Source: an optimization exercise on an open RTL-to-GDS flow (aim: small area, a short achievable clock period and few clock cycles per item). Production flows keep margins and buffers that such runs may drop.
Function was checked by simulation only, so behaviour that the tests miss may differ from the original.

==> flow/design.v, too long to show whole: its modules and the start of the top module <==
// module PE_seq_flat: 1266 lines
// module ha2: 4 lines
// module fa3: 4 lines
// module fc_layer1_flattened: 174 lines
module fc_layer1_flattened #(
    parameter IN_SIZE  = 16,
    parameter OUT_SIZE = 8,
    parameter W = 8,
    parameter ACC_WIDTH = W+7
)(
    input clk,
    input reset,
    input start,
    input signed [W*IN_SIZE-1:0] in_vector_flat,
    input signed [W*(OUT_SIZE*IN_SIZE)-1:0] weights_flat,
    input signed [W*OUT_SIZE-1:0] biases_flat,
    output reg signed [W*OUT_SIZE-1:0] out_vector_flat,
    output reg done
);
  // ...
==> flow/flow/run.sh <==
#!/bin/bash
# Standard layout, with plain buffers (not delay cells) on the ports.
set -e
cp standard.sh standard_sh_copy.log
echo "export BUFFER_PORTS_ARGS = -buffer_cell sky130_fd_sc_hd__buf_1" >> config.mk
bash standard.sh > standard_flow.log 2>&1
==> flow/standard.sh <==
#!/bin/bash
# synth_recipe.tcl (not shown) runs the flow's synth.tcl, then flattens the netlist and writes it again
# the make line also repeats each setting of config.mk as NAME=value (left out here)
make -C /OpenROAD-flow-scripts/flow DESIGN_CONFIG=/design/flow/config.mk WORK_HOME=/design/flow/orfs CLKGATE_MAP_FILE= SYNTH_SCRIPT=/design/flow/synth_recipe.tcl "${@:-finish}"
==> flow/config.mk <==
export PLATFORM = sky130hd
export DESIGN_NAME = fc_layer1_flattened
export DESIGN_NICKNAME = fc_layer1_flattened
export VERILOG_FILES = /design/flow/design.v
export SDC_FILE = /design/flow/constraint.sdc
export NUM_CORES = 4
export LEC_CHECK = 0
export CAP_MARGIN = 20
export CELL_PAD_IN_SITES_GLOBAL_PLACEMENT = 1
export CORE_AREA = 5 5 795 795
export CTS_CLUSTER_DIAMETER = 50
export CTS_CLUSTER_SIZE = 20
export DIE_AREA = 0 0 800 800
export PLACE_DENSITY = 0.36
export SETUP_SLACK_MARGIN = 2.2
export SLEW_MARGIN = 20
export SYNTH_HIERARCHICAL = 1
export SYNTH_MINIMUM_KEEP_SIZE = 0
export BUFFER_PORTS_ARGS = -buffer_cell sky130_fd_sc_hd__buf_1
==> flow/constraint.sdc <==
create_clock -name core_clock -period 10.0 [get_ports {clk}]
set_input_delay 2.0000 -clock core_clock [delete_from_list [all_inputs] [get_ports {clk}]]
set_output_delay 2.0000 -clock core_clock [all_outputs]
set_load 0.01 [all_outputs]
==> flow_metrics.env, run 1 <==
export IMPL_status="no timing/DRC/antenna violations"
export IMPL_crit_required_ns=10.66
export IMPL_critPathTopFamily="adder cells"
export IMPL_synth_area_leaders="fa_1 48%, xnor2_1 19%, a22oi_1 14%, edfxtp_1 3.8%, clkbuf_1 3.3%"
export IMPL_num_rows=290
export IMPL_highest_layer="met5"
export IMPL_syn_to_final_growth_pct=14.4
export IMPL_num_io_pins=1284
export IMPL_min_to="done"
export IMPL_cts_resized=170
export IMPL_crit_top_cell="fa_1"
export IMPL_avgRoutedWirePerCell_microns=63.0
export IMPL_taps=8322
export IMPL_clkbuf_count=65
export IMPL_clk_share_pct=0.975
export IMPL_synth_simple_area_share_pct=2.12
export IMPL_ctsHoldBuffers=0
export IMPL_seqCellArea_sq_um=7230
export IMPL_clock_skew_ns=0
export IMPL_dp_hpwl_microns=1300000
export IMPL_core_sq_um=623000
export IMPL_synth_common_cells="4549 x fa_1, 4128 x xnor2_1, 3584 x a22oi_1, 1664 x clkbuf_1, 768 x buf_1"
export IMPL_hold_path_depth=2
export IMPL_multi_input_area_share_pct=80.9
export IMPL_crit_chain="buf_1, buf_4, nand2b_1, o21ai_4, buf_12, a22oi_1, xnor2_1, fa_1, fa_1, fa_1, fa_1, fa_1, fa_1, fa_1, fa_1, fa_1"
export IMPL_seq_area_share_pct=3.35
export IMPL_synth_edf_count=240
export IMPL_yosys_area_top_type_share_pct=48.3
export IMPL_yosys_area_share_xor_xnor_pct=21.9
export IMPL_postSynth_asyncResetShare_pct=0
export IMPL_start_util_pct=30.3
export IMPL_viasPerCell=6.71
export IMPL_place_gp_congestion=1.05
export IMPL_ys_types=40
export IMPL_clock_sinks=241
export IMPL_antenna_cells=389
export IMPL_fmax_ghz=0.125
export IMPL_synth_top_family_by_area="adder cells"
export IMPL_hold_viol_final=0
export IMPL_final_cell_mix="4456 x fa_1, 4076 x xnor2_1, 3581 x a22oi_1, 1155 x buf_1, 777 x buf_4"
export IMPL_firstDrtPassIters=7
export IMPL_synth_area_per_cell_sq_um=10.7
Testbench counts, summed over its fixed seeds: cycles 960, items 960.
==> module fc_layer1_flattened, before the edit <==
module fc_layer1_flattened #(
    parameter IN_SIZE  = 16,
    parameter OUT_SIZE = 8,
    parameter W = 8,
    parameter ACC_WIDTH = W+7
)(
    input clk,
    input reset,
    input start,
    input signed [W*IN_SIZE-1:0] in_vector_flat,
    input signed [W*(OUT_SIZE*IN_SIZE)-1:0] weights_flat,
    input signed [W*OUT_SIZE-1:0] biases_flat,
    output reg signed [W*OUT_SIZE-1:0] out_vector_flat,
    output reg done
);
    wire [63:0] b_one, b_two, b_neg;
    genvar gi, gk;
    generate
        for (gi = 0; gi < 16; gi = gi + 1) begin : ENC
            wire [8:0] xe = {in_vector_flat[gi*8 +: 8], 1'b0};
            for (gk = 0; gk < 4; gk = gk + 1) begin : DIG
                wire [2:0] t = xe[2*gk +: 3];
                assign b_one[gk*16+gi] = t[1] ^ t[0];
                assign b_two[gk*16+gi] = (t[2] & ~t[1] & ~t[0]) | (~t[2] & t[1] & t[0]);
                assign b_neg[gk*16+gi] = t[2];
            end
        end
    endgenerate
    wire ns0, nc0;
    fa3 u_n0 (.a(in_vector_flat[105]), .b(in_vector_flat[113]), .c(in_vector_flat[121]), .s(ns0), .co(nc0));
    wire nhs1, nhc1;
    ha2 u_nh1 (.a(in_vector_flat[17]), .b(in_vector_flat[1]), .s(nhs1), .co(nhc1));
    wire ns2, nc2;
    fa3 u_n2 (.a(in_vector_flat[107]), .b(in_vector_flat[115]), .c(in_vector_flat[11]), .s(ns2), .co(nc2));
    wire nhs3, nhc3;
    ha2 u_nh3 (.a(in_vector_flat[123]), .b(in_vector_flat[19]), .s(nhs3), .co(nhc3));
    wire ns4, nc4;
    fa3 u_n4 (.a(in_vector_flat[101]), .b(in_vector_flat[109]), .c(in_vector_flat[117]), .s(ns4), .co(nc4));
    wire nhs5, nhc5;
    ha2 u_nh5 (.a(in_vector_flat[125]), .b(in_vector_flat[13]), .s(nhs5), .co(nhc5));
    wire ns6, nc6;
    fa3 u_n6 (.a(in_vector_flat[103]), .b(in_vector_flat[111]), .c(in_vector_flat[119]), .s(ns6), .co(nc6));
    wire nhs7, nhc7;
    ha2 u_nh7 (.a(in_vector_flat[127]), .b(in_vector_flat[15]), .s(nhs7), .co(nhc7));
    wire ns8, nc8;
    fa3 u_n8 (.a(in_vector_flat[25]), .b(in_vector_flat[33]), .c(in_vector_flat[41]), .s(ns8), .co(nc8));
    wire ns9, nc9;
    fa3 u_n9 (.a(in_vector_flat[49]), .b(in_vector_flat[57]), .c(in_vector_flat[65]), .s(ns9), .co(nc9));
    wire ns10, nc10;
    fa3 u_n10 (.a(in_vector_flat[27]), .b(in_vector_flat[35]), .c(in_vector_flat[3]), .s(ns10), .co(nc10));
    wire ns11, nc11;
    fa3 u_n11 (.a(in_vector_flat[43]), .b(in_vector_flat[51]), .c(in_vector_flat[59]), .s(ns11), .co(nc11));
    wire ns12, nc12;
    fa3 u_n12 (.a(in_vector_flat[21]), .b(in_vector_flat[29]), .c(in_vector_flat[37]), .s(ns12), .co(nc12));
    wire ns13, nc13;
    fa3 u_n13 (.a(in_vector_flat[45]), .b(in_vector_flat[53]), .c(in_vector_flat[5]), .s(ns13), .co(nc13));
    wire ns14, nc14;
    fa3 u_n14 (.a(in_vector_flat[23]), .b(in_vector_flat[31]), .c(in_vector_flat[39]), .s(ns14), .co(nc14));
    wire ns15, nc15;
    fa3 u_n15 (.a(in_vector_flat[47]), .b(in_vector_flat[55]), .c(in_vector_flat[63]), .s(ns15), .co(nc15));
    wire ns16, nc16;
    fa3 u_n16 (.a(in_vector_flat[73]), .b(in_vector_flat[81]), .c(in_vector_flat[89]), .s(ns16), .co(nc16));
    wire nhs17, nhc17;
    ha2 u_nh17 (.a(in_vector_flat[97]), .b(in_vector_flat[9]), .s(nhs17), .co(nhc17));
    wire ns18, nc18;
    fa3 u_n18 (.a(in_vector_flat[67]), .b(in_vector_flat[75]), .c(in_vector_flat[83]), .s(ns18), .co(nc18));
    wire nhs19, nhc19;
    ha2 u_nh19 (.a(in_vector_flat[91]), .b(in_vector_flat[99]), .s(nhs19), .co(nhc19));
    wire ns20, nc20;
    fa3 u_n20 (.a(in_vector_flat[61]), .b(in_vector_flat[69]), .c(in_vector_flat[77]), .s(ns20), .co(nc20));
    wire nhs21, nhc21;
    ha2 u_nh21 (.a(in_vector_flat[85]), .b(in_vector_flat[93]), .s(nhs21), .co(nhc21));
    wire ns22, nc22;
    fa3 u_n22 (.a(in_vector_flat[71]), .b(in_vector_flat[79]), .c(in_vector_flat[7]), .s(ns22), .co(nc22));
    wire nhs23, nhc23;
    ha2 u_nh23 (.a(in_vector_flat[87]), .b(in_vector_flat[95]), .s(nhs23), .co(nhc23));
    wire ns24, nc24;
    fa3 u_n24 (.a(nhs1), .b(nhs17), .c(ns0), .s(ns24), .co(nc24));
    wire ns25, nc25;
    fa3 u_n25 (.a(nhc1), .b(nhc17), .c(nc0), .s(ns25), .co(nc25));
    wire nhs26, nhc26;
    ha2 u_nh26 (.a(nc16), .b(nc8), .s(nhs26), .co(nhc26));
    wire ns27, nc27;
    fa3 u_n27 (.a(nhs19), .b(nhs3), .c(ns10), .s(ns27), .co(nc27));
    wire ns28, nc28;
    fa3 u_n28 (.a(ns11), .b(ns18), .c(ns2), .s(ns28), .co(nc28));
    wire ns29, nc29;
    fa3 u_n29 (.a(nhc19), .b(nhc3), .c(nc10), .s(ns29), .co(nc29));
    wire ns30, nc30;
    fa3 u_n30 (.a(nc11), .b(nc18), .c(nc2), .s(ns30), .co(nc30));
    wire ns31, nc31;
    fa3 u_n31 (.a(nhs21), .b(nhs5), .c(ns12), .s(ns31), .co(nc31));
    wire ns32, nc32;
    fa3 u_n32 (.a(ns13), .b(ns20), .c(ns4), .s(ns32), .co(nc32));
    wire ns33, nc33;
    fa3 u_n33 (.a(nhc21), .b(nhc5), .c(nc12), .s(ns33), .co(nc33));
    wire ns34, nc34;
    fa3 u_n34 (.a(nc13), .b(nc20), .c(nc4), .s(ns34), .co(nc34));
    wire ns35, nc35;
    fa3 u_n35 (.a(nhs23), .b(nhs7), .c(ns14), .s(ns35), .co(nc35));
    wire ns36, nc36;
    fa3 u_n36 (.a(ns15), .b(ns22), .c(ns6), .s(ns36), .co(nc36));
    wire ns37, nc37;
    fa3 u_n37 (.a(nhc23), .b(nhc7), .c(nc14), .s(ns37), .co(nc37));
    wire ns38, nc38;
    fa3 u_n38 (.a(nc15), .b(nc22), .c(nc6), .s(ns38), .co(nc38));
    wire nhs39, nhc39;
    ha2 u_nh39 (.a(ns16), .b(ns8), .s(nhs39), .co(nhc39));
    wire ns40, nc40;
    fa3 u_n40 (.a(nc9), .b(nhs26), .c(nc24), .s(ns40), .co(nc40));
    wire ns41, nc41;
    fa3 u_n41 (.a(nhc26), .b(nc25), .c(ns27), .s(ns41), .co(nc41));
    wire ns42, nc42;
    fa3 u_n42 (.a(nc27), .b(nc28), .c(ns29), .s(ns42), .co(nc42));
    wire ns43, nc43;
    fa3 u_n43 (.a(nc29), .b(nc30), .c(ns31), .s(ns43), .co(nc43));
    wire ns44, nc44;
    fa3 u_n44 (.a(nc31), .b(nc32), .c(ns33), .s(ns44), .co(nc44));
    wire ns45, nc45;
    fa3 u_n45 (.a(nc33), .b(nc34), .c(ns35), .s(ns45), .co(nc45));
    wire ns46, nc46;
    fa3 u_n46 (.a(nc35), .b(nc36), .c(ns37), .s(ns46), .co(nc46));
    wire nhs47, nhc47;
    ha2 u_nh47 (.a(ns9), .b(nhs39), .s(nhs47), .co(nhc47));
    wire ns48, nc48;
    fa3 u_n48 (.a(nhc39), .b(ns25), .c(ns40), .s(ns48), .co(nc48));
    wire ns49, nc49;
    fa3 u_n49 (.a(ns28), .b(nc40), .c(ns41), .s(ns49), .co(nc49));
    wire ns50, nc50;
    fa3 u_n50 (.a(ns30), .b(nc41), .c(ns42), .s(ns50), .co(nc50));
    wire ns51, nc51;
    fa3 u_n51 (.a(ns32), .b(nc42), .c(ns43), .s(ns51), .co(nc51));
    wire ns52, nc52;
    fa3 u_n52 (.a(ns34), .b(nc43), .c(ns44), .s(ns52), .co(nc52));
    wire ns53, nc53;
    fa3 u_n53 (.a(ns36), .b(nc44), .c(ns45), .s(ns53), .co(nc53));
    wire ns54, nc54;
    fa3 u_n54 (.a(ns38), .b(nc45), .c(ns46), .s(ns54), .co(nc54));
    wire ns55, nc55;
    fa3 u_n55 (.a(nc37), .b(nc38), .c(nc46), .s(ns55), .co(nc55));
    wire [14:0] nts = {1'b0, 1'b0, 1'b0, 1'b0, 1'b0, nc55, nc54, nc53, nc52, nc51, nc50, nc49, nc48, nhc47, ns24};
    wire [14:0] ntc = {1'b0, 1'b0, 1'b0, 1'b0, 1'b0, 1'b0, ns55, ns54, ns53, ns52, ns51, ns50, ns49, ns48, nhs47};
    wire [14:0] neg_s = nts ^ ntc ^ 15'd12160;
    wire [14:0] neg_c = {(nts[13:0] & ntc[13:0]) | (nts[13:0] & 14'd12160) | (ntc[13:0] & 14'd12160), 1'b0};
    always @(posedge clk) begin
        if (reset)
            done <= 1'b0;
        else if (start)
            done <= 1'b1;
    end
    wire [7:0] res [0:7];
    genvar gn;
    generate
        for (gn = 0; gn < 8; gn = gn + 1) begin : PE_INSTANCES
            PE_seq_flat pe_inst (
                .clk(clk),
                .en(start),
                .weight_row_flat(weights_flat[gn*128 +: 128]),
                .b_one(b_one),
                .b_two(b_two),
                .b_neg(b_neg),
                .bias(biases_flat[gn*8 +: 8]),
                .neg_s(neg_s),
                .neg_c(neg_c),
                .result(res[gn])
            );
        end
    endgenerate
    integer j;
    always @(*) begin
        for (j = 0; j < 8; j = j + 1)
            out_vector_flat[j*8 +: 8] = res[j];
    end
endmodule
==> inputs of run 2 (changes only) <==
--- a/flow/design.v
+++ b/flow/design.v
@@ -1290,15 +1290,12 @@
     output reg done
 );
-    wire [63:0] b_one, b_two, b_neg;
-    genvar gi, gk;
+    wire [63:0] b_one [0:3];
+    wire [63:0] b_two [0:3];
+    wire [63:0] b_neg [0:3];
+    genvar gb;
     generate
-        for (gi = 0; gi < 16; gi = gi + 1) begin : ENC
-            wire [8:0] xe = {in_vector_flat[gi*8 +: 8], 1'b0};
-            for (gk = 0; gk < 4; gk = gk + 1) begin : DIG
-                wire [2:0] t = xe[2*gk +: 3];
-                assign b_one[gk*16+gi] = t[1] ^ t[0];
-                assign b_two[gk*16+gi] = (t[2] & ~t[1] & ~t[0]) | (~t[2] & t[1] & t[0]);
-                assign b_neg[gk*16+gi] = t[2];
-            end
+        for (gb = 0; gb < 4; gb = gb + 1) begin : ENC_BANK
+            booth_enc u_enc (.in_vector_flat(in_vector_flat), .b_one(b_one[gb]),
+                             .b_two(b_two[gb]), .b_neg(b_neg[gb]));
         end
     endgenerate
@@ -1433,7 +1430,7 @@
                 .en(start),
                 .weight_row_flat(weights_flat[gn*128 +: 128]),
-                .b_one(b_one),
-                .b_two(b_two),
-                .b_neg(b_neg),
+                .b_one(b_one[gn / 2]),
+                .b_two(b_two[gn / 2]),
+                .b_neg(b_neg[gn / 2]),
                 .bias(biases_flat[gn*8 +: 8]),
                 .neg_s(neg_s),
@@ -1449,2 +1446,21 @@
     end
 endmodule
+module booth_enc (
+    input [127:0] in_vector_flat,
+    output [63:0] b_one,      
+    output [63:0] b_two,      
+    output [63:0] b_neg       
+);
+    genvar gi, gk;
+    generate
+        for (gi = 0; gi < 16; gi = gi + 1) begin : ENC
+            wire [8:0] xe = {in_vector_flat[gi*8 +: 8], 1'b0};
+            for (gk = 0; gk < 4; gk = gk + 1) begin : DIG
+                wire [2:0] t = xe[2*gk +: 3];
+                assign b_one[gk*16+gi] = t[1] ^ t[0];
+                assign b_two[gk*16+gi] = (t[2] & ~t[1] & ~t[0]) | (~t[2] & t[1] & t[0]);
+                assign b_neg[gk*16+gi] = t[2];
+            end
+        end
+    endgenerate
+endmodule
==> flow_metrics.env, run 2 <==
export IMPL_cp_slowest_cell="fa_1"
export IMPL_final_cell_mix="4472 x fa_1, 4073 x xnor2_1, 3579 x a22oi_1, 1138 x buf_1, 1128 x buf_4"
export IMPL_cap_viol_max_count=0
export IMPL_mostFrequentLayoutCell="fa_1"
export IMPL_grt_pass1_wl_microns=1860000
export IMPL_synth_area_per_cell_sq_um=10.5
export IMPL_finalWorstSetupSlack_ns=2.10
export IMPL_crit_chain="clkbuf_4, buf_4, xor2_2, buf_4, a22oi_1, xnor2_1, fa_1, fa_1, fa_1, fa_1, fa_1, fa_1, fa_1, fa_1, fa_1"
export IMPL_tightest_slew_ns=1.29
export IMPL_crit_fanout=18
export IMPL_grt_setup_unrepaired="true"
export IMPL_status="no timing/DRC/antenna violations"
export IMPL_hold_viol_final=0
export IMPL_synth_area_leaders="fa_1 47%, xnor2_1 19%, a22oi_1 14%, edfxtp_1 3.7%, xor2_1 3.3%"
export IMPL_place_gp_congestion=1.03
export IMPL_grt_overflow_total=0
export IMPL_die_h_microns=800
export IMPL_gr_usage_all_layers_pct=45.1
export IMPL_io_buffers=1275
export IMPL_fin_crit_ns=7.90
export IMPL_top_regs="PE_INSTANCES.pe_inst.acc_c: 120 flops, PE_INSTANCES.pe_inst.acc_s: 120 flops, done: 1 flops"
export IMPL_antenna_found_initial=258
export IMPL_syn_inst=18600
export IMPL_root_buffer="clkbuf_16"
export IMPL_cp_end_kind="register"
export IMPL_yosys_area_top_type_share_pct=46.6
export IMPL_hold_path_class="register to register"
export IMPL_htreeDepth=3
export IMPL_num_io_pins=1284
export IMPL_synth_common_cells="4549 x fa_1, 4128 x xnor2_1, 3584 x a22oi_1, 1664 x clkbuf_1, 768 x buf_1"
export IMPL_dp_hpwl_microns=1260000
export IMPL_ys_seq_elements=241
export IMPL_finalNetCount=24700
export IMPL_grt_pass1_vias=168000
export IMPL_synthFlopType="edfxtp_1"
export IMPL_cts_made_buffers=78
export IMPL_critPathLaunchType="input pin"
export IMPL_num_vias=169000
export IMPL_cts_tree="built"
export IMPL_setup_viol=0
export IMPL_pre_cts_slack_ns=0.629
export IMPL_fin_setup_tns_ns=0
export IMPL_clock_latency_ns=0.87
export IMPL_grt_start_max_net_pins=68
export IMPL_avgRoutedWirePerCell_microns=54.4
export IMPL_period_share_pct=79.0
export IMPL_n_fill_cell=63300
export IMPL_crit_top_cell="fa_1"
export IMPL_path_clk_slew_ns=0.05
export IMPL_drcViolationCount=0
export IMPL_drtIter0Drc=24900
export IMPL_yosys_warnings=8
export IMPL_viasPerCell=6.24
export IMPL_cp_slowest_stage_delay_ns=0.68
export IMPL_die_area_sq_um=640000
export IMPL_ys_types=42
export IMPL_synth_area_sq_um=195000
export IMPL_wl_microns=1480000
export IMPL_cp_arrival_ns=8.49
export IMPL_post_route_cells_drive_above_1_share_pct=11.8
export IMPL_synth_most_common_cell="fa_1"
export IMPL_clock_skew_ns=0
export IMPL_cts_buffer_depth=4
export IMPL_slew_limit_headroom_pct=13.7
export IMPL_firstDrtPassIters=8
export IMPL_synth_edf_count=240
export IMPL_die_x_microns=800
export IMPL_core_sq_um=623000
export IMPL_synth_top_area_cell="fa_1"
export IMPL_fmax_ghz=0.127
export IMPL_postSynth_asyncResetShare_pct=0
export IMPL_seq_area_frac_synth_pct=3.70
export IMPL_final_max_slew_viol_count=0
export IMPL_ant_nets=0
export IMPL_critPathKind="input pin to register"
export IMPL_syn_to_final_growth_pct=12.6
export IMPL_final_core_util_pct=35.3
export IMPL_start_util_pct=31.4
export IMPL_num_rows=290
export IMPL_crit_required_ns=10.59
export IMPL_clock_sinks=241
export IMPL_fin_hold_ws_ns=0.465
run 2: per-layer routing:
layer / part of all wire (%) / track usage (%)
met1: 39 / 57.5
met2: 42 / 65.8
met3: 11 / 14.2
met4: 8.1 / 29.4
met5: 0.048 / 0
run 2: what timing repair did:
item / 4_1_cts / 5_1_grt
pin swaps: 26 / 27
gates resized for setup: 276 / 312
cloned: 1 / 9
setup buffers: 37 / 47
hold buffers: 0 / 0
endpoints found under the setup margin: 138 / 110
run 2: cell families (layout without fill, tap and decap cells):
| kind of cell | Yosys count | count (layout) | share of synthesized area, % |
|---|---|---|---|
| AO/OA/AOI/OAI | 4617 | 4617 | 16.7 |
| XOR/XNOR | 4872 | 4872 | 21.8 |
| adder cells (fa/ha/maj) | 4833 | 4833 | 48.4 |
| buffers and inverters | 2817 | 2825 | 6.04 |
| flip-flops | 241 | 241 | 3.70 |
| multiplexers | 8 | 8 | 0.0922 |
| other | 10 | 278 | 0.0192 |
| AND/OR/NAND/NOR | 1176 | 1176 | 3.20 |
run 2: Yosys stat by module (local to each module, per instance):
module,copies in the design,cells inside
PE_seq_flat,8,1587
booth_enc,4,288
fa3,4541,1
fc_layer1_flattened,1,22
ha2,163,1
run 2: per-stage QoR:
step	instance area (sq um)	cells
after floorplan	196000	18700
after global placement	213000	26800
after detailed placement	213000	26800
after CTS	217000	26900
after global routing	220000	27100
final	220000	27200
run 2: layout make-up:
cell class                      instances  area [sq um]  share of cell area, %
Multi-Input combinational cell      15600        181000                   82.1
Clock buffer                           83          1970                  0.896
Antenna cell                          190           475                  0.216
Clock inverter                         52           601                  0.273
Inverter                               57           219                 0.0995
Timing Repair Buffer                 2633         18400                   8.36
Tap cell                             8322         10400                   4.73
Sequential cell                       241          7230                   3.28
run 2: critical path, delay by kind of cell:
family | cells | cell delay (ns)
xor+xnor | 2 | 0.33
fa+ha+maj | 9 | 4.70
buf+inv | 3 | 1.15
compound gates | 1 | 0.18
run 2: worst paths after layout:
check / start / endpoint / depth (start not counted) / slack, ns
max: in_vector_flat[122] / PE_INSTANCES[2].pe_inst.acc_c[10] / 15 / 2.10
min: done / done / 1 / 0.47
max reg2reg: done / done / 1 / 9.42
min reg2reg: done / done / 1 / 0.47
Testbench counts of run 2, summed over its fixed seeds: cycles 960, items 960.
==> inputs of run 3 (changes only) <==
--- a/flow/config.mk
+++ b/flow/config.mk
@@ -8,9 +8,9 @@
 export CAP_MARGIN = 20
 export CELL_PAD_IN_SITES_GLOBAL_PLACEMENT = 1
-export CORE_AREA = 5 5 795 795
+export CORE_AREA = 5 5 735 735
 export CTS_CLUSTER_DIAMETER = 50
 export CTS_CLUSTER_SIZE = 20
-export DIE_AREA = 0 0 800 800
-export PLACE_DENSITY = 0.36
+export DIE_AREA = 0 0 740 740
+export PLACE_DENSITY = 0.42
 export SETUP_SLACK_MARGIN = 2.2
 export SLEW_MARGIN = 20
==> flow_metrics.env, run 3 <==
export IMPL_firstDrtPassIters=7
export IMPL_synth_top_area_cell="fa_1"
export IMPL_synth_area_leaders="fa_1 47%, xnor2_1 19%, a22oi_1 14%, edfxtp_1 3.7%, xor2_1 3.3%"
export IMPL_avgRoutedWirePerCell_microns=54.6
export IMPL_critPathKind="input pin to register"
export IMPL_cap_viol_max_count=0
export IMPL_die_area_sq_um=548000
export IMPL_path_clk_slew_ns=0.06
export IMPL_critPathLaunchType="input pin"
export IMPL_final_core_util_pct=40.8
export IMPL_final_cell_mix="4406 x fa_1, 4053 x xnor2_1, 3583 x a22oi_1, 1145 x buf_1, 1003 x buf_4"
export IMPL_synthFlopType="edfxtp_1"
export IMPL_seq_area_frac_synth_pct=3.70
export IMPL_htreeDepth=2
export IMPL_synth_common_cells="4549 x fa_1, 4128 x xnor2_1, 3584 x a22oi_1, 1664 x clkbuf_1, 768 x buf_1"
export IMPL_drcViolationCount=0
export IMPL_cp_slowest_stage_delay_ns=0.78
export IMPL_hold_viol_final=0
export IMPL_synth_edf_count=240
export IMPL_seqCellArea_sq_um=7230
export IMPL_synth_most_common_cell="fa_1"
export IMPL_slew_limit_headroom_pct=14.8
export IMPL_ys_types=42
export IMPL_grt_pass1_wl_microns=1780000
export IMPL_die_x_microns=740
export IMPL_num_io_pins=1284
export IMPL_viasPerCell=6.62
export IMPL_num_vias=171000
export IMPL_wl_microns=1410000
export IMPL_path_buf_inv=4
export IMPL_cts_buffer_depth=3
export IMPL_fmax_ghz=0.123
export IMPL_grt_start_max_net_pins=52
export IMPL_top_regs="PE_INSTANCES.pe_inst.acc_c: 120 flops, PE_INSTANCES.pe_inst.acc_s: 120 flops, done: 1 flops"
export IMPL_cp_end_kind="register"
export IMPL_synth_area_sq_um=195000
export IMPL_yosys_area_top_type_share_pct=46.6
export IMPL_crit_top_cell="fa_2"
export IMPL_crit_required_ns=10.57
export IMPL_fin_setup_tns_ns=0
export IMPL_postSynth_asyncResetShare_pct=0
export IMPL_tightest_slew_ns=1.28
export IMPL_clock_sinks=241
export IMPL_syn_inst=18600
export IMPL_final_max_slew_viol_count=0
export IMPL_cts_made_buffers=59
export IMPL_status="no timing/DRC/antenna violations"
export IMPL_grt_setup_unrepaired="true"
export IMPL_cp_endpoint="PE_INSTANCES[0].pe_inst.acc_c[12]"
export IMPL_clock_latency_ns=0.81
export IMPL_period_share_pct=81.3
export IMPL_finalNetCount=24500
export IMPL_crit_fanout=4
export IMPL_n_fill_cell=52500
export IMPL_crit_cells=17
export IMPL_gr_usage_all_layers_pct=49.9
export IMPL_cp_slowest_cell="fa_4"
export IMPL_critPathTopFamily="adder cells"
export IMPL_fin_crit_ns=8.13
export IMPL_dp_hpwl_microns=1170000
export IMPL_die_h_microns=740
export IMPL_io_buffers=1275
export IMPL_grt_overflow_total=0
export IMPL_grt_pass1_vias=167000
export IMPL_setup_viol=0
export IMPL_crit_chain="buf_4, fa_2, fa_2, fa_2, fa_4, inv_4, ha_4, inv_12, buf_6, fa_2, fa_2, fa_2, fa_2, fa_2, fa_2, fa_2, fa_1"
export IMPL_critPathLaunch="in_vector_flat[103]"
export IMPL_ys_seq_elements=241
export IMPL_start_util_pct=36.7
export IMPL_yosys_warnings=8
export IMPL_antenna_found_initial=306
export IMPL_post_route_cells_drive_above_1_share_pct=11.1
export IMPL_place_gp_congestion=1.07
export IMPL_fin_hold_ws_ns=0.472
export IMPL_num_rows=268
export IMPL_r2r_start="done"
export IMPL_r2r_slack_ns=9.42
export IMPL_clock_skew_ns=0
export IMPL_cts_tree="built"
export IMPL_ant_nets=0
export IMPL_cp_arrival_ns=8.69
export IMPL_root_buffer="clkbuf_16"
export IMPL_core_sq_um=532000
export IMPL_hold_path_class="register to register"
export IMPL_synth_area_per_cell_sq_um=10.5
export IMPL_r2r_end="done"
export IMPL_drtIter0Drc=26600
export IMPL_syn_to_final_growth_pct=11.0
export IMPL_r2r_cells=1
export IMPL_mostFrequentLayoutCell="fa_1"
export IMPL_multi_input_area_sq_um=181000
## run 3: cell counts after synthesis
Identical to the previous run, type by type.
## run 3: metal layers
metal / global-route usage [%] / vias up / wire (microns) / share of wire (%)
met5: 0.00874 / - / 1390 / 0.099
met4: 38.3 / 162 / 135000 / 9.6
met3: 20.7 / 3215 / 193000 / 14
met2: 68.6 / 14100 / 567000 / 40
met1: 61.8 / 91300 / 513000 / 36
li1: - / 62000 / - / -
## run 3: worst min path at each step
stage                     from  endpoint  slack (ns)  depth (start not counted)
after detailed placement  done      done        0.47                          1
after floorplan           done      done        0.52                          1
after global placement    done      done        0.46                          1
after global routing      done      done        0.50                          1
after CTS                 done      done        0.48                          1
final                     done      done        0.47                          1
## run 3: metrics by stage
step / instances / area [sq um] / worst slack, ns
2_1_floorplan: 18700 / 196000 / 2.12
3_3_place_gp: 25300 / 209000 / 0.466
3_5_place_dp: 25300 / 209000 / 0.505
4_1_cts: 25500 / 214000 / 1.96
5_1_grt: 25600 / 216000 / 1.89
6_report: 25800 / 217000 / 1.87
## run 3: kinds of logic after synthesis
logic type	Yosys count	share of synthesized area, %
fa+ha+maj	4833	48.4
buf+inv	2817	6.04
mux	8	0.0922
simple gates	1176	3.20
compound gates	4617	16.7
flops	241	3.70
other cells	10	0.0192
xor+xnor	4872	21.8
## run 3: per-module statistics from Yosys, one instance, submodules excluded
module / area [sq um] / times used / cells inside
PE_seq_flat: 11800 / 8 / 1587
booth_enc: 2020 / 4 / 288
fa3: 20.0 / 4541 / 1
fc_layer1_flattened: 184 / 1 / 22
ha2: 12.5 / 163 / 1
## run 3: area by class of cell
cell class	instances	area share (%)
Antenna cell	276	0.318
Clock buffer	67	0.713
Clock inverter	45	0.223
Inverter	57	0.113
Multi-Input combinational cell	15600	83.3
Sequential cell	241	3.33
Tap cell	7020	4.05
Timing Repair Buffer	2501	7.98
## run 3: what timing repair did
item / 4_1_cts / 5_1_grt
hold buffers: 0 / 0
setup buffers: 46 / 63
resized for setup: 331 / 361
pin swaps: 37 / 46
setup endpoints to repair: 143 / 117
gates cloned: 6 / 11

## what the ideal ports hide
Ports are ideal in the flow. The routed layouts listed here were re-timed in OpenROAD. Step 1: set_driving_cell puts a clkbuf_16 on clk and a buf_2 on each other input, an assumption about the parent block. Step 2 moves the port delays by t, midway between the first and last clock arrival at a register: inputs arrive t later, outputs are due t later. That takes back most of the time a late clock gives input paths. a / b / c = ideal / step 1 / step 2; a / b = the first two.
run | shift t [ns] | setup slack, ns | worst data-port slew with drivers (ns)
run 1 | 1.046 | 1.991 / 2.092 / 1.046 | 0.50
run 2 | 1.019 | 2.101 / 2.220 / 1.201 | 0.48
run 3 | 0.976 | 1.872 / 1.934 / 0.958 | 0.50
After both steps setup and hold are still met in every run listed. The setup slack of run 1, which loses most, moves by +0.101 ns with the drivers and by -0.945 ns with both steps.
